What follows belongs to an exercise in optimizing a design on an open flow for small area; a production flow would make more cautious choices. Function was checked by simulation only, so behaviour that the tests miss may differ from the original.

--- design/flow/config.mk ---
export PLATFORM = sky130hd
export DESIGN_NAME = Post_top
export DESIGN_NICKNAME = Post_top
export VERILOG_FILES = /design/flow/design.v
export SDC_FILE = /design/flow/constraint.sdc
export NUM_CORES = 4
export LEC_CHECK = 0
export ABC_AREA = 1
export CAP_MARGIN = 20
export CORE_MARGIN = 2
export CORE_UTILIZATION = 50
export GPL_TIMING_DRIVEN = 0
export SLEW_MARGIN = 20
--- design/flow/constraint.sdc ---
create_clock -name core_clock -period 12.0 [get_ports {clk}]
set_input_delay 2.4000 -clock core_clock [delete_from_list [all_inputs] [get_ports {clk}]]
set_output_delay 2.4000 -clock core_clock [all_outputs]
set_load 0.01 [all_outputs]
--- design/flow/design.v ---
module BnMul (
  input  [14:0] r  ,
  input  [ 6:0] s1 ,
  input  [ 6:0] s2 ,
  input  [ 6:0] s3 ,
  input         one7,
  input         two7,
  input         neg7,
  output [15:0] q
);
  wire n1 = r[1] ^ r[0];
  wire n2 = r[1] & r[0];
  wire n3 = r[2] ^ r[1];
  wire n4 = n3 ^ n2;
  wire n5 = (r[2] & r[1]) | (n3 & n2);
  wire n6 = r[3] ^ r[2];
  wire n7 = n6 ^ n5;
  wire n8 = (r[3] & r[2]) | (n6 & n5);
  wire n9 = r[4] ^ r[3];
  wire n10 = n9 ^ n8;
  wire n11 = (r[4] & r[3]) | (n9 & n8);
  wire n12 = r[5] ^ r[4];
  wire n13 = n12 ^ n11;
  wire n14 = (r[5] & r[4]) | (n12 & n11);
  wire n15 = r[6] ^ r[5];
  wire n16 = n15 ^ n14;
  wire n17 = (r[6] & r[5]) | (n15 & n14);
  wire n18 = r[7] ^ r[6];
  wire n19 = n18 ^ n17;
  wire n20 = (r[7] & r[6]) | (n18 & n17);
  wire n21 = r[8] ^ r[7];
  wire n22 = n21 ^ n20;
  wire n23 = (r[8] & r[7]) | (n21 & n20);
  wire n24 = r[9] ^ r[8];
  wire n25 = n24 ^ 1'b0;
  wire n26 = (r[9] & r[8]) | (n24 & 1'b0);
  wire n27 = r[10] ^ r[9];
  wire n28 = n27 ^ n26;
  wire n29 = (r[10] & r[9]) | (n27 & n26);
  wire n30 = r[11] ^ r[10];
  wire n31 = n30 ^ n29;
  wire n32 = (r[11] & r[10]) | (n30 & n29);
  wire n33 = r[12] ^ r[11];
  wire n34 = n33 ^ n32;
  wire n35 = (r[12] & r[11]) | (n33 & n32);
  wire n36 = r[13] ^ r[12];
  wire n37 = n36 ^ n35;
  wire n38 = (r[13] & r[12]) | (n36 & n35);
  wire n39 = r[14] ^ r[13];
  wire n40 = n39 ^ n38;
  wire n41 = (r[14] & r[13]) | (n39 & n38);
  wire n42 = r[14] ^ n41;
  wire n43 = r[14] & n41;
  wire n44 = r[9] ^ r[8];
  wire n45 = n44 ^ 1'b1;
  wire n46 = (r[9] & r[8]) | (n44 & 1'b1);
  wire n47 = r[10] ^ r[9];
  wire n48 = n47 ^ n46;
  wire n49 = (r[10] & r[9]) | (n47 & n46);
  wire n50 = r[11] ^ r[10];
  wire n51 = n50 ^ n49;
  wire n52 = (r[11] & r[10]) | (n50 & n49);
  wire n53 = r[12] ^ r[11];
  wire n54 = n53 ^ n52;
  wire n55 = (r[12] & r[11]) | (n53 & n52);
  wire n56 = r[13] ^ r[12];
  wire n57 = n56 ^ n55;
  wire n58 = (r[13] & r[12]) | (n56 & n55);
  wire n59 = r[14] ^ r[13];
  wire n60 = n59 ^ n58;
  wire n61 = (r[14] & r[13]) | (n59 & n58);
  wire n62 = r[14] ^ n61;
  wire n63 = r[14] & n61;
  wire n64 = (n23 & n45) | (~n23 & n25);
  wire n65 = (n23 & n48) | (~n23 & n28);
  wire n66 = (n23 & n51) | (~n23 & n31);
  wire n67 = (n23 & n54) | (~n23 & n34);
  wire n68 = (n23 & n57) | (~n23 & n37);
  wire n69 = (n23 & n60) | (~n23 & n40);
  wire n70 = (n23 & n62) | (~n23 & n42);
  wire n71 = (n23 & n63) | (~n23 & n43);
  wire n72 = (s1[0] & r[0]) | (s3[0] & r[0]);
  wire n73 = (s1[0] & r[1]) | (s2[0] & r[0]) | (s3[0] & n1);
  wire n74 = (s1[0] & r[2]) | (s2[0] & r[1]) | (s3[0] & n4);
  wire n75 = (s1[0] & r[3]) | (s2[0] & r[2]) | (s3[0] & n7);
  wire n76 = (s1[0] & r[4]) | (s2[0] & r[3]) | (s3[0] & n10);
  wire n77 = (s1[0] & r[5]) | (s2[0] & r[4]) | (s3[0] & n13);
  wire n78 = (s1[0] & r[6]) | (s2[0] & r[5]) | (s3[0] & n16);
  wire n79 = (s1[0] & r[7]) | (s2[0] & r[6]) | (s3[0] & n19);
  wire n80 = (s1[0] & r[8]) | (s2[0] & r[7]) | (s3[0] & n22);
  wire n81 = (s1[0] & r[9]) | (s2[0] & r[8]) | (s3[0] & n64);
  wire n82 = (s1[0] & r[10]) | (s2[0] & r[9]) | (s3[0] & n65);
  wire n83 = (s1[0] & r[11]) | (s2[0] & r[10]) | (s3[0] & n66);
  wire n84 = (s1[0] & r[12]) | (s2[0] & r[11]) | (s3[0] & n67);
  wire n85 = (s1[0] & r[13]) | (s2[0] & r[12]) | (s3[0] & n68);
  wire n86 = (s1[0] & r[14]) | (s2[0] & r[13]) | (s3[0] & n69);
  wire n87 = (s2[0] & r[14]) | (s3[0] & n70);
  wire n88 = (s3[0] & n71);
  wire n89 = (s1[1] & r[0]) | (s3[1] & r[0]);
  wire n90 = (s1[1] & r[1]) | (s2[1] & r[0]) | (s3[1] & n1);
  wire n91 = (s1[1] & r[2]) | (s2[1] & r[1]) | (s3[1] & n4);
  wire n92 = (s1[1] & r[3]) | (s2[1] & r[2]) | (s3[1] & n7);
  wire n93 = (s1[1] & r[4]) | (s2[1] & r[3]) | (s3[1] & n10);
  wire n94 = (s1[1] & r[5]) | (s2[1] & r[4]) | (s3[1] & n13);
  wire n95 = (s1[1] & r[6]) | (s2[1] & r[5]) | (s3[1] & n16);
  wire n96 = (s1[1] & r[7]) | (s2[1] & r[6]) | (s3[1] & n19);
  wire n97 = (s1[1] & r[8]) | (s2[1] & r[7]) | (s3[1] & n22);
  wire n98 = (s1[1] & r[9]) | (s2[1] & r[8]) | (s3[1] & n64);
  wire n99 = (s1[1] & r[10]) | (s2[1] & r[9]) | (s3[1] & n65);
  wire n100 = (s1[1] & r[11]) | (s2[1] & r[10]) | (s3[1] & n66);
  wire n101 = (s1[1] & r[12]) | (s2[1] & r[11]) | (s3[1] & n67);
  wire n102 = (s1[1] & r[13]) | (s2[1] & r[12]) | (s3[1] & n68);
  wire n103 = (s1[1] & r[14]) | (s2[1] & r[13]) | (s3[1] & n69);
  wire n104 = (s2[1] & r[14]) | (s3[1] & n70);
  wire n105 = (s3[1] & n71);
  wire n106 = (s1[2] & r[0]) | (s3[2] & r[0]);
  wire n107 = (s1[2] & r[1]) | (s2[2] & r[0]) | (s3[2] & n1);
  wire n108 = (s1[2] & r[2]) | (s2[2] & r[1]) | (s3[2] & n4);
  wire n109 = (s1[2] & r[3]) | (s2[2] & r[2]) | (s3[2] & n7);
  wire n110 = (s1[2] & r[4]) | (s2[2] & r[3]) | (s3[2] & n10);
  wire n111 = (s1[2] & r[5]) | (s2[2] & r[4]) | (s3[2] & n13);
  wire n112 = (s1[2] & r[6]) | (s2[2] & r[5]) | (s3[2] & n16);
  wire n113 = (s1[2] & r[7]) | (s2[2] & r[6]) | (s3[2] & n19);
  wire n114 = (s1[2] & r[8]) | (s2[2] & r[7]) | (s3[2] & n22);
  wire n115 = (s1[2] & r[9]) | (s2[2] & r[8]) | (s3[2] & n64);
  wire n116 = (s1[2] & r[10]) | (s2[2] & r[9]) | (s3[2] & n65);
  wire n117 = (s1[2] & r[11]) | (s2[2] & r[10]) | (s3[2] & n66);
  wire n118 = (s1[2] & r[12]) | (s2[2] & r[11]) | (s3[2] & n67);
  wire n119 = (s1[2] & r[13]) | (s2[2] & r[12]) | (s3[2] & n68);
  wire n120 = (s1[2] & r[14]) | (s2[2] & r[13]) | (s3[2] & n69);
  wire n121 = (s2[2] & r[14]) | (s3[2] & n70);
  wire n122 = (s3[2] & n71);
  wire n123 = (s1[3] & r[0]) | (s3[3] & r[0]);
  wire n124 = (s1[3] & r[1]) | (s2[3] & r[0]) | (s3[3] & n1);
  wire n125 = (s1[3] & r[2]) | (s2[3] & r[1]) | (s3[3] & n4);
  wire n126 = (s1[3] & r[3]) | (s2[3] & r[2]) | (s3[3] & n7);
  wire n127 = (s1[3] & r[4]) | (s2[3] & r[3]) | (s3[3] & n10);
  wire n128 = (s1[3] & r[5]) | (s2[3] & r[4]) | (s3[3] & n13);
  wire n129 = (s1[3] & r[6]) | (s2[3] & r[5]) | (s3[3] & n16);
  wire n130 = (s1[3] & r[7]) | (s2[3] & r[6]) | (s3[3] & n19);
  wire n131 = (s1[3] & r[8]) | (s2[3] & r[7]) | (s3[3] & n22);
  wire n132 = (s1[3] & r[9]) | (s2[3] & r[8]) | (s3[3] & n64);
  wire n133 = (s1[3] & r[10]) | (s2[3] & r[9]) | (s3[3] & n65);
  wire n134 = (s1[3] & r[11]) | (s2[3] & r[10]) | (s3[3] & n66);
  wire n135 = (s1[3] & r[12]) | (s2[3] & r[11]) | (s3[3] & n67);
  wire n136 = (s1[3] & r[13]) | (s2[3] & r[12]) | (s3[3] & n68);
  wire n137 = (s1[3] & r[14]) | (s2[3] & r[13]) | (s3[3] & n69);
  wire n138 = (s2[3] & r[14]) | (s3[3] & n70);
  wire n139 = (s3[3] & n71);
  wire n140 = (s1[4] & r[0]) | (s3[4] & r[0]);
  wire n141 = (s1[4] & r[1]) | (s2[4] & r[0]) | (s3[4] & n1);
  wire n142 = (s1[4] & r[2]) | (s2[4] & r[1]) | (s3[4] & n4);
  wire n143 = (s1[4] & r[3]) | (s2[4] & r[2]) | (s3[4] & n7);
  wire n144 = (s1[4] & r[4]) | (s2[4] & r[3]) | (s3[4] & n10);
  wire n145 = (s1[4] & r[5]) | (s2[4] & r[4]) | (s3[4] & n13);
  wire n146 = (s1[4] & r[6]) | (s2[4] & r[5]) | (s3[4] & n16);
  wire n147 = (s1[4] & r[7]) | (s2[4] & r[6]) | (s3[4] & n19);
  wire n148 = (s1[4] & r[8]) | (s2[4] & r[7]) | (s3[4] & n22);
  wire n149 = (s1[4] & r[9]) | (s2[4] & r[8]) | (s3[4] & n64);
  wire n150 = (s1[4] & r[10]) | (s2[4] & r[9]) | (s3[4] & n65);
  wire n151 = (s1[4] & r[11]) | (s2[4] & r[10]) | (s3[4] & n66);
  wire n152 = (s1[4] & r[12]) | (s2[4] & r[11]) | (s3[4] & n67);
  wire n153 = (s1[4] & r[13]) | (s2[4] & r[12]) | (s3[4] & n68);
  wire n154 = (s1[4] & r[14]) | (s2[4] & r[13]) | (s3[4] & n69);
  wire n155 = (s2[4] & r[14]) | (s3[4] & n70);
  wire n156 = (s3[4] & n71);
  wire n157 = (s1[5] & r[0]) | (s3[5] & r[0]);
  wire n158 = (s1[5] & r[1]) | (s2[5] & r[0]) | (s3[5] & n1);
  wire n159 = (s1[5] & r[2]) | (s2[5] & r[1]) | (s3[5] & n4);
  wire n160 = (s1[5] & r[3]) | (s2[5] & r[2]) | (s3[5] & n7);
  wire n161 = (s1[5] & r[4]) | (s2[5] & r[3]) | (s3[5] & n10);
  wire n162 = (s1[5] & r[5]) | (s2[5] & r[4]) | (s3[5] & n13);
  wire n163 = (s1[5] & r[6]) | (s2[5] & r[5]) | (s3[5] & n16);
  wire n164 = (s1[5] & r[7]) | (s2[5] & r[6]) | (s3[5] & n19);
  wire n165 = (s1[5] & r[8]) | (s2[5] & r[7]) | (s3[5] & n22);
  wire n166 = (s1[5] & r[9]) | (s2[5] & r[8]) | (s3[5] & n64);
  wire n167 = (s1[5] & r[10]) | (s2[5] & r[9]) | (s3[5] & n65);
  wire n168 = (s1[5] & r[11]) | (s2[5] & r[10]) | (s3[5] & n66);
  wire n169 = (s1[5] & r[12]) | (s2[5] & r[11]) | (s3[5] & n67);
  wire n170 = (s1[5] & r[13]) | (s2[5] & r[12]) | (s3[5] & n68);
  wire n171 = (s1[5] & r[14]) | (s2[5] & r[13]) | (s3[5] & n69);
  wire n172 = (s2[5] & r[14]) | (s3[5] & n70);
  wire n173 = (s3[5] & n71);
  wire n174 = (s1[6] & r[0]) | (s3[6] & r[0]);
  wire n175 = (s1[6] & r[1]) | (s2[6] & r[0]) | (s3[6] & n1);
  wire n176 = (s1[6] & r[2]) | (s2[6] & r[1]) | (s3[6] & n4);
  wire n177 = (s1[6] & r[3]) | (s2[6] & r[2]) | (s3[6] & n7);
  wire n178 = (s1[6] & r[4]) | (s2[6] & r[3]) | (s3[6] & n10);
  wire n179 = (s1[6] & r[5]) | (s2[6] & r[4]) | (s3[6] & n13);
  wire n180 = (s1[6] & r[6]) | (s2[6] & r[5]) | (s3[6] & n16);
  wire n181 = (s1[6] & r[7]) | (s2[6] & r[6]) | (s3[6] & n19);
  wire n182 = (s1[6] & r[8]) | (s2[6] & r[7]) | (s3[6] & n22);
  wire n183 = (s1[6] & r[9]) | (s2[6] & r[8]) | (s3[6] & n64);
  wire n184 = (s1[6] & r[10]) | (s2[6] & r[9]) | (s3[6] & n65);
  wire n185 = (s1[6] & r[11]) | (s2[6] & r[10]) | (s3[6] & n66);
  wire n186 = (s1[6] & r[12]) | (s2[6] & r[11]) | (s3[6] & n67);
  wire n187 = (s1[6] & r[13]) | (s2[6] & r[12]) | (s3[6] & n68);
  wire n188 = (s1[6] & r[14]) | (s2[6] & r[13]) | (s3[6] & n69);
  wire n189 = (s2[6] & r[14]) | (s3[6] & n70);
  wire n190 = (s3[6] & n71);
  wire n191 = ((one7 & r[0])) ^ neg7;
  wire n192 = ((one7 & r[1]) | (two7 & r[0])) ^ neg7;
  wire n193 = ((one7 & r[2]) | (two7 & r[1])) ^ neg7;
  wire n194 = ((one7 & r[3]) | (two7 & r[2])) ^ neg7;
  wire n195 = ((one7 & r[4]) | (two7 & r[3])) ^ neg7;
  wire n196 = ((one7 & r[5]) | (two7 & r[4])) ^ neg7;
  wire n197 = ((one7 & r[6]) | (two7 & r[5])) ^ neg7;
  wire n198 = ((one7 & r[7]) | (two7 & r[6])) ^ neg7;
  wire n199 = ((one7 & r[8]) | (two7 & r[7])) ^ neg7;
  wire n200 = ((one7 & r[9]) | (two7 & r[8])) ^ neg7;
  wire n201 = ((one7 & r[10]) | (two7 & r[9])) ^ neg7;
  wire n202 = ((one7 & r[11]) | (two7 & r[10])) ^ neg7;
  wire n203 = ((one7 & r[12]) | (two7 & r[11])) ^ neg7;
  wire n204 = ((one7 & r[13]) | (two7 & r[12])) ^ neg7;
  wire n205 = ((one7 & r[14]) | (two7 & r[13])) ^ neg7;
  wire n206 = ((two7 & r[14])) ^ neg7;
  wire n207 = ~neg7;
  wire n208 = n76 ^ n91;
  wire n209 = n208 ^ n106;
  wire n210 = (n76 & n91) | (n208 & n106);
  wire n211 = n77 ^ n92;
  wire n212 = n211 ^ n107;
  wire n213 = (n77 & n92) | (n211 & n107);
  wire n214 = n78 ^ n93;
  wire n215 = n214 ^ n108;
  wire n216 = (n78 & n93) | (n214 & n108);
  wire n217 = n79 ^ n94;
  wire n218 = n217 ^ n109;
  wire n219 = (n79 & n94) | (n217 & n109);
  wire n220 = n80 ^ n95;
  wire n221 = n220 ^ n110;
  wire n222 = (n80 & n95) | (n220 & n110);
  wire n223 = n81 ^ n96;
  wire n224 = n223 ^ n111;
  wire n225 = (n81 & n96) | (n223 & n111);
  wire n226 = n82 ^ n97;
  wire n227 = n226 ^ n112;
  wire n228 = (n82 & n97) | (n226 & n112);
  wire n229 = n127 ^ n142;
  wire n230 = n229 ^ n157;
  wire n231 = (n127 & n142) | (n229 & n157);
  wire n232 = n83 ^ n98;
  wire n233 = n232 ^ n113;
  wire n234 = (n83 & n98) | (n232 & n113);
  wire n235 = n128 ^ n143;
  wire n236 = n235 ^ n158;
  wire n237 = (n128 & n143) | (n235 & n158);
  wire n238 = n84 ^ n99;
  wire n239 = n238 ^ n114;
  wire n240 = (n84 & n99) | (n238 & n114);
  wire n241 = n129 ^ n144;
  wire n242 = n241 ^ n159;
  wire n243 = (n129 & n144) | (n241 & n159);
  wire n244 = n85 ^ n100;
  wire n245 = n244 ^ n115;
  wire n246 = (n85 & n100) | (n244 & n115);
  wire n247 = n130 ^ n145;
  wire n248 = n247 ^ n160;
  wire n249 = (n130 & n145) | (n247 & n160);
  wire n250 = n86 ^ n101;
  wire n251 = n250 ^ n116;
  wire n252 = (n86 & n101) | (n250 & n116);
  wire n253 = n131 ^ n146;
  wire n254 = n253 ^ n161;
  wire n255 = (n131 & n146) | (n253 & n161);
  wire n256 = n176 ^ n191;
  wire n257 = n256 ^ neg7;
  wire n258 = (n176 & n191) | (n256 & neg7);
  wire n259 = n87 ^ n102;
  wire n260 = n259 ^ n117;
  wire n261 = (n87 & n102) | (n259 & n117);
  wire n262 = n132 ^ n147;
  wire n263 = n262 ^ n162;
  wire n264 = (n132 & n147) | (n262 & n162);
  wire n265 = n88 ^ n103;
  wire n266 = n265 ^ n118;
  wire n267 = (n88 & n103) | (n265 & n118);
  wire n268 = n133 ^ n148;
  wire n269 = n268 ^ n163;
  wire n270 = (n133 & n148) | (n268 & n163);
  wire n271 = n104 ^ n119;
  wire n272 = n271 ^ n134;
  wire n273 = (n104 & n119) | (n271 & n134);
  wire n274 = n149 ^ n164;
  wire n275 = n274 ^ n179;
  wire n276 = (n149 & n164) | (n274 & n179);
  wire n277 = n105 ^ n120;
  wire n278 = n277 ^ n135;
  wire n279 = (n105 & n120) | (n277 & n135);
  wire n280 = n150 ^ n165;
  wire n281 = n280 ^ n180;
  wire n282 = (n150 & n165) | (n280 & n180);
  wire n283 = n121 ^ n136;
  wire n284 = n283 ^ n151;
  wire n285 = (n121 & n136) | (n283 & n151);
  wire n286 = n166 ^ n181;
  wire n287 = n286 ^ n196;
  wire n288 = (n166 & n181) | (n286 & n196);
  wire n289 = n122 ^ n137;
  wire n290 = n289 ^ n152;
  wire n291 = (n122 & n137) | (n289 & n152);
  wire n292 = n167 ^ n182;
  wire n293 = n292 ^ n197;
  wire n294 = (n167 & n182) | (n292 & n197);
  wire n295 = n138 ^ n153;
  wire n296 = n295 ^ n168;
  wire n297 = (n138 & n153) | (n295 & n168);
  wire n298 = n139 ^ n154;
  wire n299 = n298 ^ n169;
  wire n300 = (n139 & n154) | (n298 & n169);
  wire n301 = n155 ^ n170;
  wire n302 = n301 ^ n185;
  wire n303 = (n155 & n170) | (n301 & n185);
  wire n304 = n156 ^ n171;
  wire n305 = n304 ^ n186;
  wire n306 = (n156 & n171) | (n304 & n186);
  wire n307 = n172 ^ n187;
  wire n308 = n307 ^ n202;
  wire n309 = (n172 & n187) | (n307 & n202);
  wire n310 = n173 ^ n188;
  wire n311 = n310 ^ n203;
  wire n312 = (n173 & n188) | (n310 & n203);
  wire n313 = n213 ^ n215;
  wire n314 = n313 ^ n123;
  wire n315 = (n213 & n215) | (n313 & n123);
  wire n316 = n216 ^ n218;
  wire n317 = n316 ^ n124;
  wire n318 = (n216 & n218) | (n316 & n124);
  wire n319 = n219 ^ n221;
  wire n320 = n319 ^ n125;
  wire n321 = (n219 & n221) | (n319 & n125);
  wire n322 = n222 ^ n224;
  wire n323 = n322 ^ n126;
  wire n324 = (n222 & n224) | (n322 & n126);
  wire n325 = n225 ^ n227;
  wire n326 = n325 ^ n230;
  wire n327 = (n225 & n227) | (n325 & n230);
  wire n328 = n228 ^ n231;
  wire n329 = n328 ^ n233;
  wire n330 = (n228 & n231) | (n328 & n233);
  wire n331 = n234 ^ n237;
  wire n332 = n331 ^ n239;
  wire n333 = (n234 & n237) | (n331 & n239);
  wire n334 = n240 ^ n243;
  wire n335 = n334 ^ n245;
  wire n336 = (n240 & n243) | (n334 & n245);
  wire n337 = n246 ^ n249;
  wire n338 = n337 ^ n251;
  wire n339 = (n246 & n249) | (n337 & n251);
  wire n340 = n252 ^ n255;
  wire n341 = n340 ^ n258;
  wire n342 = (n252 & n255) | (n340 & n258);
  wire n343 = n260 ^ n263;
  wire n344 = n343 ^ n177;
  wire n345 = (n260 & n263) | (n343 & n177);
  wire n346 = n261 ^ n264;
  wire n347 = n346 ^ n266;
  wire n348 = (n261 & n264) | (n346 & n266);
  wire n349 = n269 ^ n178;
  wire n350 = n349 ^ n193;
  wire n351 = (n269 & n178) | (n349 & n193);
  wire n352 = n267 ^ n270;
  wire n353 = n352 ^ n272;
  wire n354 = (n267 & n270) | (n352 & n272);
  wire n355 = n273 ^ n276;
  wire n356 = n355 ^ n278;
  wire n357 = (n273 & n276) | (n355 & n278);
  wire n358 = n279 ^ n282;
  wire n359 = n358 ^ n284;
  wire n360 = (n279 & n282) | (n358 & n284);
  wire n361 = n285 ^ n288;
  wire n362 = n361 ^ n290;
  wire n363 = (n285 & n288) | (n361 & n290);
  wire n364 = n291 ^ n294;
  wire n365 = n364 ^ n296;
  wire n366 = (n291 & n294) | (n364 & n296);
  wire n367 = n297 ^ n299;
  wire n368 = n367 ^ n184;
  wire n369 = (n297 & n299) | (n367 & n184);
  wire n370 = n300 ^ n302;
  wire n371 = n370 ^ n200;
  wire n372 = (n300 & n302) | (n370 & n200);
  wire n373 = n303 ^ n305;
  wire n374 = n373 ^ n201;
  wire n375 = (n303 & n305) | (n373 & n201);
  wire n376 = n312 ^ n189;
  wire n377 = n376 ^ n204;
  wire n378 = (n312 & n189) | (n376 & n204);
  wire n379 = n318 ^ n320;
  wire n380 = n379 ^ n140;
  wire n381 = (n318 & n320) | (n379 & n140);
  wire n382 = n321 ^ n323;
  wire n383 = n382 ^ n141;
  wire n384 = (n321 & n323) | (n382 & n141);
  wire n385 = n327 ^ n329;
  wire n386 = n385 ^ n236;
  wire n387 = (n327 & n329) | (n385 & n236);
  wire n388 = n330 ^ n332;
  wire n389 = n388 ^ n242;
  wire n390 = (n330 & n332) | (n388 & n242);
  wire n391 = n333 ^ n335;
  wire n392 = n391 ^ n248;
  wire n393 = (n333 & n335) | (n391 & n248);
  wire n394 = n336 ^ n338;
  wire n395 = n394 ^ n254;
  wire n396 = (n336 & n338) | (n394 & n254);
  wire n397 = n339 ^ n341;
  wire n398 = n397 ^ n344;
  wire n399 = (n339 & n341) | (n397 & n344);
  wire n400 = n342 ^ n345;
  wire n401 = n400 ^ n347;
  wire n402 = (n342 & n345) | (n400 & n347);
  wire n403 = n348 ^ n351;
  wire n404 = n403 ^ n353;
  wire n405 = (n348 & n351) | (n403 & n353);
  wire n406 = n354 ^ n356;
  wire n407 = n406 ^ n281;
  wire n408 = (n354 & n356) | (n406 & n281);
  wire n409 = n357 ^ n359;
  wire n410 = n409 ^ n287;
  wire n411 = (n357 & n359) | (n409 & n287);
  wire n412 = n360 ^ n362;
  wire n413 = n412 ^ n293;
  wire n414 = (n360 & n362) | (n412 & n293);
  wire n415 = n363 ^ n365;
  wire n416 = n415 ^ n183;
  wire n417 = (n363 & n365) | (n415 & n183);
  wire n418 = n366 ^ n368;
  wire n419 = n418 ^ n199;
  wire n420 = (n366 & n368) | (n418 & n199);
  wire n421 = n375 ^ n306;
  wire n422 = n421 ^ n308;
  wire n423 = (n375 & n306) | (n421 & n308);
  wire n424 = n378 ^ n190;
  wire n425 = n424 ^ n205;
  wire n426 = (n378 & n190) | (n424 & n205);
  wire n427 = n384 ^ n324;
  wire n428 = n427 ^ n326;
  wire n429 = (n384 & n324) | (n427 & n326);
  wire n430 = n387 ^ n389;
  wire n431 = n430 ^ n174;
  wire n432 = (n387 & n389) | (n430 & n174);
  wire n433 = n390 ^ n392;
  wire n434 = n433 ^ n175;
  wire n435 = (n390 & n392) | (n433 & n175);
  wire n436 = n393 ^ n395;
  wire n437 = n436 ^ n257;
  wire n438 = (n393 & n395) | (n436 & n257);
  wire n439 = n396 ^ n398;
  wire n440 = n439 ^ n192;
  wire n441 = (n396 & n398) | (n439 & n192);
  wire n442 = n399 ^ n401;
  wire n443 = n442 ^ n350;
  wire n444 = (n399 & n401) | (n442 & n350);
  wire n445 = n402 ^ n404;
  wire n446 = n445 ^ n275;
  wire n447 = (n402 & n404) | (n445 & n275);
  wire n448 = n405 ^ n407;
  wire n449 = n448 ^ n195;
  wire n450 = (n405 & n407) | (n448 & n195);
  wire n451 = n414 ^ n416;
  wire n452 = n451 ^ n198;
  wire n453 = (n414 & n416) | (n451 & n198);
  wire n454 = n420 ^ n369;
  wire n455 = n454 ^ n371;
  wire n456 = (n420 & n369) | (n454 & n371);
  wire n457 = n423 ^ n309;
  wire n458 = n457 ^ n311;
  wire n459 = (n423 & n309) | (n457 & n311);
  wire n460 = n444 ^ n446;
  wire n461 = n460 ^ n194;
  wire n462 = (n444 & n446) | (n460 & n194);
  wire n463 = n450 ^ n408;
  wire n464 = n463 ^ n410;
  wire n465 = (n450 & n408) | (n463 & n410);
  wire n466 = n453 ^ n417;
  wire n467 = n466 ^ n419;
  wire n468 = (n453 & n417) | (n466 & n419);
  wire n469 = n456 ^ n372;
  wire n470 = n469 ^ n374;
  wire n471 = (n456 & n372) | (n469 & n374);
  wire n472 = n462 ^ n447;
  wire n473 = n472 ^ n449;
  wire n474 = (n462 & n447) | (n472 & n449);
  wire n475 = n465 ^ n411;
  wire n476 = n475 ^ n413;
  wire n477 = (n465 & n411) | (n475 & n413);
  wire n478 = n74 ^ n89;
  wire n479 = n74 & n89;
  wire n480 = n75 ^ n90;
  wire n481 = n480 ^ n479;
  wire n482 = (n75 & n90) | (n480 & n479);
  wire n483 = n209 ^ n482;
  wire n484 = n209 & n482;
  wire n485 = n210 ^ n212;
  wire n486 = n485 ^ n484;
  wire n487 = (n210 & n212) | (n485 & n484);
  wire n488 = n314 ^ n487;
  wire n489 = n314 & n487;
  wire n490 = n315 ^ n317;
  wire n491 = n490 ^ n489;
  wire n492 = (n315 & n317) | (n490 & n489);
  wire n493 = n380 ^ n492;
  wire n494 = n380 & n492;
  wire n495 = n381 ^ n383;
  wire n496 = n495 ^ n494;
  wire n497 = (n381 & n383) | (n495 & n494);
  wire n498 = n428 ^ n497;
  wire n499 = n428 & n497;
  wire n500 = n429 ^ n386;
  wire n501 = n500 ^ n499;
  wire n502 = (n429 & n386) | (n500 & n499);
  wire n503 = n431 ^ n502;
  wire n504 = n431 & n502;
  wire n505 = n432 ^ n434;
  wire n506 = n505 ^ n504;
  wire n507 = (n432 & n434) | (n505 & n504);
  wire n508 = n435 ^ n437;
  wire n509 = n508 ^ n507;
  wire n510 = (n435 & n437) | (n508 & n507);
  wire n511 = n438 ^ n440;
  wire n512 = n511 ^ n510;
  wire n513 = (n438 & n440) | (n511 & n510);
  wire n514 = n441 ^ n443;
  wire n515 = n514 ^ n513;
  wire n516 = (n441 & n443) | (n514 & n513);
  wire n517 = n461 ^ 1'b0;
  wire n518 = n461 & 1'b0;
  wire n519 = n473 ^ n518;
  wire n520 = n473 & n518;
  wire n521 = n474 ^ n464;
  wire n522 = n521 ^ n520;
  wire n523 = (n474 & n464) | (n521 & n520);
  wire n524 = n476 ^ n523;
  wire n525 = n476 & n523;
  wire n526 = n477 ^ n452;
  wire n527 = n526 ^ n525;
  wire n528 = (n477 & n452) | (n526 & n525);
  wire n529 = n467 ^ n528;
  wire n530 = n467 & n528;
  wire n531 = n461 ^ 1'b1;
  wire n532 = n461 & 1'b1;
  wire n533 = n473 ^ n532;
  wire n534 = n473 & n532;
  wire n535 = n474 ^ n464;
  wire n536 = n535 ^ n534;
  wire n537 = (n474 & n464) | (n535 & n534);
  wire n538 = n476 ^ n537;
  wire n539 = n476 & n537;
  wire n540 = n477 ^ n452;
  wire n541 = n540 ^ n539;
  wire n542 = (n477 & n452) | (n540 & n539);
  wire n543 = n467 ^ n542;
  wire n544 = n467 & n542;
  wire n545 = (n516 & n531) | (~n516 & n517);
  wire n546 = (n516 & n533) | (~n516 & n519);
  wire n547 = (n516 & n536) | (~n516 & n522);
  wire n548 = (n516 & n538) | (~n516 & n524);
  wire n549 = (n516 & n541) | (~n516 & n527);
  wire n550 = (n516 & n543) | (~n516 & n529);
  wire n551 = (n516 & n544) | (~n516 & n530);
  wire n552 = n468 ^ n455;
  wire n553 = n552 ^ 1'b0;
  wire n554 = (n468 & n455) | (n552 & 1'b0);
  wire n555 = n470 ^ n554;
  wire n556 = n470 & n554;
  wire n557 = n471 ^ n422;
  wire n558 = n557 ^ n556;
  wire n559 = (n471 & n422) | (n557 & n556);
  wire n560 = n458 ^ n559;
  wire n561 = n458 & n559;
  wire n562 = n459 ^ n377;
  wire n563 = n562 ^ n561;
  wire n564 = (n459 & n377) | (n562 & n561);
  wire n565 = n425 ^ n564;
  wire n566 = n425 & n564;
  wire n567 = n426 ^ n206;
  wire n568 = n567 ^ n566;
  wire n569 = (n426 & n206) | (n567 & n566);
  wire n570 = n207 ^ 1'b1;
  wire n571 = n570 ^ n569;
  wire n572 = (n207 & 1'b1) | (n570 & n569);
  wire n573 = n468 ^ n455;
  wire n574 = n573 ^ 1'b1;
  wire n575 = (n468 & n455) | (n573 & 1'b1);
  wire n576 = n470 ^ n575;
  wire n577 = n470 & n575;
  wire n578 = n471 ^ n422;
  wire n579 = n578 ^ n577;
  wire n580 = (n471 & n422) | (n578 & n577);
  wire n581 = n458 ^ n580;
  wire n582 = n458 & n580;
  wire n583 = n459 ^ n377;
  wire n584 = n583 ^ n582;
  wire n585 = (n459 & n377) | (n583 & n582);
  wire n586 = n425 ^ n585;
  wire n587 = n425 & n585;
  wire n588 = n426 ^ n206;
  wire n589 = n588 ^ n587;
  wire n590 = (n426 & n206) | (n588 & n587);
  wire n591 = n207 ^ 1'b1;
  wire n592 = n591 ^ n590;
  wire n593 = (n207 & 1'b1) | (n591 & n590);
  wire n594 = (n551 & n574) | (~n551 & n553);
  wire n595 = (n551 & n576) | (~n551 & n555);
  wire n596 = (n551 & n579) | (~n551 & n558);
  wire n597 = (n551 & n581) | (~n551 & n560);
  wire n598 = (n551 & n584) | (~n551 & n563);
  wire n599 = (n551 & n586) | (~n551 & n565);
  wire n600 = (n551 & n589) | (~n551 & n568);
  wire n601 = (n551 & n592) | (~n551 & n571);
  wire [30:0] p = {n601, n600, n599, n598, n597, n596, n595, n594, n550, n549, n548, n547, n546, n545, n515, n512, n509, n506, n503, n501, n498, n496, n493, n491, n488, n486, n483, n481, n478, n73, n72};
  wire        ovf = p[30:26] != {5{p[30]}};
  assign q = ovf ? {p[30], {15{~p[30]}}} : p[26:11];
endmodule
module Post_top #(
  parameter INT_BITS  = 4,
  parameter POX       = 4,
  parameter POY       = 4,
  parameter CHANNEL_N = 2
) (
  input                             clk              ,
  input                             rst              ,
  input  [CHANNEL_N*POY*POX*16-1:0] mac_to_serializer,
  input                             mac_output_valid ,
  input  [         $clog2(POY)-1:0] mac_valid_number ,
  input  [                    15:0] K                ,
  input  [                    15:0] B                ,
  input  [              POX*16-1:0] bias             ,
  output [              POX*16-1:0] relu_out         ,
  output                            relu_out_valid   ,
  output [              POX*16-1:0] post_out         ,
  output                            post_out_valid   ,
  output [            POX/2*16-1:0] pooling_out      ,
  output                            pooling_out_valid
);
  reg  [447:0] chain;
  reg          active;
  reg  [  2:0] cnt;        
  reg  [  1:0] rm1;        
  wire [447:0] chain_n = {64'd0, {64{1'b1}}, 64'd0, {64{1'b1}}, 64'd0, {64{1'b1}}, 64'd0};
  always @(posedge clk) begin
    if (mac_output_valid) chain[383:0] <= mac_to_serializer[447:64] ^ chain_n[383:0];
    else                  chain[383:0] <= chain[447:64] ^ chain_n[447:64] ^ chain_n[383:0];
    chain[447:384] <= mac_to_serializer[511:448];
  end
  always @(posedge clk or posedge rst) begin
    if (rst) begin
      active <= 1'b0;
      cnt    <= 3'd0;
      rm1    <= 2'd0;
    end
    else if (mac_output_valid) begin
      active <= 1'b1;
      cnt    <= 3'd1;
      rm1    <= mac_valid_number - 1'b1;
    end
    else if (active) begin
      cnt <= cnt + 1'b1;
      if (cnt == {rm1, 1'b1}) active <= 1'b0;
    end
  end
  wire [ 1:0] slot = (cnt > {1'b0, rm1}) ? ~rm1 : 2'd0;
  reg  [63:0] chain_row;
  always @(*) begin
    case (slot)
      2'd0:    chain_row =  chain[ 63:  0];
      2'd1:    chain_row = ~chain[127: 64];
      2'd2:    chain_row =  chain[191:128];
      default: chain_row = ~chain[255:192];
    endcase
  end
  wire [63:0] row    = mac_output_valid ? mac_to_serializer[63:0] : chain_row;
  wire        row_ok = mac_output_valid | active;
  reg  [59:0] relu_r;
  reg         v1, v2;
  genvar x, i;
  generate
    for (x = 0; x < POX; x = x + 1) begin : g_relu
      wire [15:0] a = row[16*x +: 16];
      wire [15:0] b = bias[16*x +: 16];
      wire [15:0] h = a ^ b;
      wire [16:0] c;
      assign c[0] = 1'b0;
      for (i = 0; i < 16; i = i + 1) begin : g_c
        assign c[i+1] = (a[i] & b[i]) | (h[i] & c[i]);
      end
      wire [15:0] s = h ^ c[15:0];
      always @(posedge clk) relu_r[15*x +: 15] <= s[15] ? 15'd0 : s[14:0];
      assign relu_out[16*x +: 16] = {1'b0, relu_r[15*x +: 15]};
    end
  endgenerate
  always @(posedge clk or posedge rst) begin
    if (rst) begin
      v1 <= 1'b0;
      v2 <= 1'b0;
    end
    else begin
      v1 <= row_ok;
      v2 <= v1;
    end
  end
  assign relu_out_valid = v1;
  reg  [ 6:0] s1, s2, s3;
  reg         one7, two7, neg7;
  always @(posedge clk) begin : p_digits
    integer j;
    for (j = 0; j < 7; j = j + 1) begin
      s1[j] <= ~K[2*j+1] &  K[2*j];
      s2[j] <=  K[2*j+1] & ~K[2*j];
      s3[j] <=  K[2*j+1] &  K[2*j];
    end
    one7 <= K[14];
    two7 <= K[15] & ~K[14];
    neg7 <= K[15];
  end
  reg [63:0] q_r;
  generate
    for (x = 0; x < POX; x = x + 1) begin : g_mul
      wire [15:0] q;
      BnMul U_BnMul (
        .r   (relu_r[15*x +: 15]),
        .s1  (s1                ),
        .s2  (s2                ),
        .s3  (s3                ),
        .one7(one7              ),
        .two7(two7              ),
        .neg7(neg7              ),
        .q   (q                 )
      );
      always @(posedge clk) q_r[16*x +: 16] <= q;
    end
  endgenerate
  generate
    for (x = 0; x < POX; x = x + 1) begin : g_bn
      wire [15:0] a = q_r[16*x +: 16];
      wire [15:0] h = a ^ B;
      wire [16:0] c;
      assign c[0] = 1'b0;
      for (i = 0; i < 16; i = i + 1) begin : g_c
        assign c[i+1] = (a[i] & B[i]) | (h[i] & c[i]);
      end
      assign post_out[16*x +: 16] = h ^ c[15:0];
    end
  endgenerate
  assign post_out_valid = v2;
  reg        second;
  reg [31:0] pool_r;
  reg        pool_valid;
  generate
    for (x = 0; x < POX/2; x = x + 1) begin : g_pool
      wire [15:0] a = post_out[32*x +: 16];
      wire [15:0] b = post_out[32*x+16 +: 16];
      wire [15:0] m = pool_r[16*x +: 16];
      wire [16:0] ab, ma, mb;
      assign ab[0] = 1'b0;
      assign ma[0] = 1'b0;
      assign mb[0] = 1'b0;
      for (i = 0; i < 16; i = i + 1) begin : g_cmp
        if (i < 15) begin : g_lo
          assign ab[i+1] = (a[i] & ~b[i]) | (a[i] & ab[i]) | (~b[i] & ab[i]);
          assign ma[i+1] = (m[i] & ~a[i]) | (m[i] & ma[i]) | (~a[i] & ma[i]);
          assign mb[i+1] = (m[i] & ~b[i]) | (m[i] & mb[i]) | (~b[i] & mb[i]);
        end
        else begin : g_hi
          assign ab[i+1] = (~a[i] & b[i]) | (~a[i] & ab[i]) | (b[i] & ab[i]);
          assign ma[i+1] = (~m[i] & a[i]) | (~m[i] & ma[i]) | (a[i] & ma[i]);
          assign mb[i+1] = (~m[i] & b[i]) | (~m[i] & mb[i]) | (b[i] & mb[i]);
        end
      end
      wire [15:0] ab_max = ab[16] ? a : b;
      always @(posedge clk)
        pool_r[16*x +: 16] <= (second & ma[16] & mb[16]) ? m : ab_max;
    end
  endgenerate
  always @(posedge clk or posedge rst) begin
    if (rst) begin
      second     <= 1'b0;
      pool_valid <= 1'b0;
    end
    else begin
      if (v2) second <= ~second;
      pool_valid <= v2 & second;
    end
  end
  assign pooling_out       = pool_r;
  assign pooling_out_valid = pool_valid;
endmodule
--- design/flow/flow/run.sh ---
#!/bin/bash
# The standard layout with these changes:
#  - synthesis maps with an area-oriented ABC script (flow/abc_area.script)
#    and skips the generic pre-mapping ABC pass (synth -noabc); the
#    registers, their names and cell types are those of the standard
#    synthesis;
#  - the port buffers are the smallest buffer (buf_1) rather than the one
#    buffer_ports picks by default;
#  - CTS uses clkbuf_8 for larger sink clusters and no dummy loads.
# make's output goes to a log per call here; ORFS's step logs are under orfs/logs/.
set -euo pipefail
rm -rf scripts_local
cp -r "$FLOW_HOME/scripts" scripts_local
cp flow/abc_area.script scripts_local/abc_area.script
bash standard.sh "SCRIPTS_DIR=$PWD/scripts_local" "SYNTH_ARGS=-noabc" synth > make_synth.log 2>&1
bash standard.sh "BUFFER_PORTS_ARGS=-buffer_cell sky130_fd_sc_hd__buf_1" \
  "CTS_ARGS=-sink_clustering_enable -repair_clock_nets -buf_list sky130_fd_sc_hd__clkbuf_8 -sink_clustering_size 16 -sink_clustering_max_diameter 60 -dont_use_dummy_load" \
  finish > make_finish.log 2>&1
--- design/flow/flow/abc_area.script ---
strash
dc2
dch -f
amap
topo
--- design/flow/standard.sh ---
#!/bin/bash
# synth_recipe.tcl (not shown) runs the flow's synth.tcl, then flattens the netlist and writes it again
# the make line also repeats each setting of config.mk as NAME=value (left out here)
make -C /OpenROAD-flow-scripts/flow DESIGN_CONFIG=/design/flow/config.mk WORK_HOME=/design/flow/orfs CLKGATE_MAP_FILE= SYNTH_SCRIPT=/design/flow/synth_recipe.tcl "${@:-finish}"
==> results by group <==
Finish
  • Final Cell Area: 47,900 sq um
  • Post-Route Utilization: between 50% and 60%
  • Filler instances: 7,593
  • Layout Cells excl Fill: around 6,000
  • Fraction of layout cells with a size suffix above 1: about 3.2%
  • Area taken by multi-input logic gates: about 27,000 sq um
  • Seq. cell area: 13,200 sq um
  • Layout Nets: around 6,300
  • Area grow syn2layout: 14.8%

Job
  • Max Cap Viol: 0

Global route
  • Number of global-route vias before repair: around 37,000
  • First-pass GRT wire length: approximately 230 mm
  • Pin count of the biggest net entering global routing: 140
  • Global Route Usage Sum: approximately a third
  • Initial antenna violation count: 7
  • Grt ovf: 0

Drt
  • Residual DRC: 0
  • WL/cell: between 20 and 30 um
  • Detailed-route via count: around 38,000
  • Pre-antenna DRT Iters: 8
  • Post-DRT Antenna Nets: 0
  • Iter 0 DRT Violations: 4,401
  • Total Wirelength: ~150 mm
  • Via density: about 6.3

Setup path
  • Max incr delay on CP: 420 ps
  • Critical Path RT: around 9600 ps
  • Cells along the critical path: clkbuf_2, ha_1, fa_1, fa_1, fa_1, fa_2, fa_1, fa_1, fa_1, fa_1, fa_1, fa_1, fa_1, fa_1, fa_1, fa_1, a21oi_2, nand2_1, o21ai_1, clkinv_1, buf_1
  • Worst path top cell family by delay: adder cells
  • Number of buffers and inverters on the critical path: 3
  • Setup crit start kind: input port
  • CP Capture Type: primary output
  • Slowest cell on crit path: fa_2
  • Most used cell along the critical path: fa_1
  • Critical path arrival: slightly above 9000 ps
  • CP Depth: 21
  • CP Max Fanout: 4
  • R2R depth: 30
  • Critical path class: in -> out

STA
  • Slew HR: approximately a quarter
  • Unrepaired setup endpoints after global routing: false
  • Max Clock Skew: around 75 ps
  • Max-slew violation count: 0
  • # setup viols final: 0
  • Post-route minimum period: between 10,000 and 15,000 ps
  • FMAX: 85.1 MHz
  • Final Hold Fails: 0
  • Final TNS setup: 0 ps
  • Final worst slack: 246 ps
  • Period utilisation layout: a little over nine tenths
  • Worst-margin pin slew: between 1000 and 1500 ps
  • Hold slack: 396 ps

CTS
  • TritonCTS clock tree: done
  • Clock buffer depth: 3
  • H-Tree Depth: 2
  • Clk latency of the worst-skew pair: 720 ps
  • Clk sink count: 638
  • Root Buffer: clkbuf_8
  • Post-CTS setup buffers: 0
  • Number of buffers created by CTS: 57
  • Clock transition at path regs: roughly 80 ps

Logic synthesis
  • Seq cells post-synth: about 640
  • Share of the synthesized area in the top cell type: 28.6%
  • Leading area contributor after synthesis: dfxtp_1
  • Synth Area per Inst: roughly 10 sq um
  • Number of enable flip-flop cells after synthesis: 32
  • Top cells by area, synth: dfxtp_1 29%, fa_1 29%, o21ai_0 7.5%
  • Seq/Total Area, Yosys: between 30% and 40%
  • YS warnings: 1
  • Cell variety after synth: 38
  • Async SR Flop Fraction: between 1.5 and 2%
  • Most used DFF post-synth: dfxtp_1
  • Mapped Area: approximately 42,000 sq um
  • Synth Instances: ~4,000

Placed design
  • DP HPWL: 113 mm
  • Placed Cells incl. Taps: 5,938
  • Placer congestion estimate: between 0.9 and 1
  • Worst slack, placed: ~18 ps
  • Area after DPL: between 40,000 and 50,000 sq um
  • I/O Buffers: between 700 and 800

Floorplanning
  • Die X: around 290 um
  • Core area: 82,400 sq um
  • Die height: 293 um
  • Initial Utilization: about half
  • Die ar.: between 80,000 and 90,000 sq um
  • Site row count: 105
  • IO Count: around 780

Min path
  • Hold Path Class: reg -> reg
  • Worst hold path cell count: 1

Status
  • Status: no timing/DRC/antenna violations
==> flip-flops by register name, indices dropped and copies added (netlist names) <==
register	flops
v1	1
s1	7
pool_valid	1
chain	448
relu_r	60
q_r	64
s3	7
rm1	2
active	1
two7	1
neg7	1
v2	1
second	1
s2	7
one7	1
cnt	3
pool_r	32
==> final timing paths <==
kind                                      start                 end  slack (ps)
max                                        B[0]        post_out[63]         250
min                          chain[324]$_DFF_P_  chain[260]$_DFF_P_         400
max reg2reg                relu_r[1]$_SDFF_PP0_      q_r[1]$_DFF_P_         520
min reg2reg                  chain[324]$_DFF_P_  chain[260]$_DFF_P_         400
max in group asynchronous                   rst    active$_DFF_PP0_       10210
min in group asynchronous                   rst        v2$_DFF_PP0_        1570
==> timing repair <==
| item | CTS | global route |
|---|---|---|
| hold buffers | 0 | 0 |
| gates resized for setup | 1 | 15 |
| setup endpoints to repair | 1 | 44 |
| pin swaps | 0 | 0 |
==> cell families (layout without fill, tap and decap cells) <==
family | count (synthesis) | count (layout) | synth area share (%)
other | 1 | 9 | 0.00899
DFF | 638 | 638 | 31.5
and+or+nand+nor | 698 | 698 | 6.81
AOI/OAI and AO/OA | 1657 | 1657 | 26.3
buffers and inverters | 336 | 1209 | 3.10
adders and majority gates | 719 | 719 | 32.3
==> cell type report <==
class	instances	area share [%]
antenna	5	0.0261
buffer	8	0.125
clock buffer	57	1.64
inverter	328	2.64
multi-input combinational	3078	57.2
sequential	638	27.6
tap	1070	2.80
timing repair buffer	816	7.98
==> worst reg2reg max path: cells and delay by family (launching register included) <==
family / cells / cell delay, ps
AO/OA/AOI/OAI: 6 / 1970
adder cells (fa/ha/maj): 19 / 8210
buffers and inverters: 1 / 250
flip-flops: 1 / 500
AND/OR/NAND/NOR: 4 / 400
==> routing by layer <==
| metal | part of all wire, % | up-vias | global-route usage [%] |
|---|---|---|---|
| met1 | 38 | 18200 | 45.4 |
| met2 | 46 | 2212 | 55.6 |
| met4 | 4.4 | 4 | 13.2 |
| met3 | 11 | 386 | 10.4 |
| met5 | 0.060 | - | 0.681 |
| li1 | - | 16900 | - |
==> layout by cell type (no fill, tap or decap), drive strengths merged, types with 60 or more instances in the layout <==
master / n
nor2b: 61
dfxtp: 596
a222oi: 114
nor2: 263
clkinv: 328
nand2: 344
o21ai: 623
o32a: 60
ha: 123
buf: 822
fa: 596
a22oi: 328
o22ai: 345
==> synthesized netlist by cell type, drive strengths merged, types with 5 or more instances <==
library cell	n
o21ai	623
dfxtp	596
fa	596
o22ai	345
nand2	344
a22oi	328
clkinv	328
nor2	263
ha	123
a222oi	114
nor2b	61
o32a	60
o221ai	54
a21oi	35
edfxtp	32
a22o	21
a221oi	17
or2	15
o21a	13
a31o	11
dfrtp	10
buf	8
o221a	6
o41ai	6
a31oi	5
nand4	5

## port drivers added, routing unchanged
Ports are ideal in the flow. The routed layout listed here was re-timed in OpenROAD.
Step 1, drivers: a clkbuf_16 drives clk and a buf_2 each remaining input, both assumed.
Step 2, shift: input delay + t, output delay - t, t = (earliest + latest rising clock arrival at the registers) / 2. This alone moves slack from input paths to output paths.
Three values: ideal, step 1, step 2; two values: the first two.
t (ns): 0.754
setup WS [ns]: 0.246 / 0.221 / 0.194
worst setup path after step 2: input to register
clock arrival spread, ns: 0.078 / 0.079
After both steps setup and hold are still met in this run. For this run, drivers alone change the setup slack by -0.025 ns; drivers and shift together by -0.052 ns.
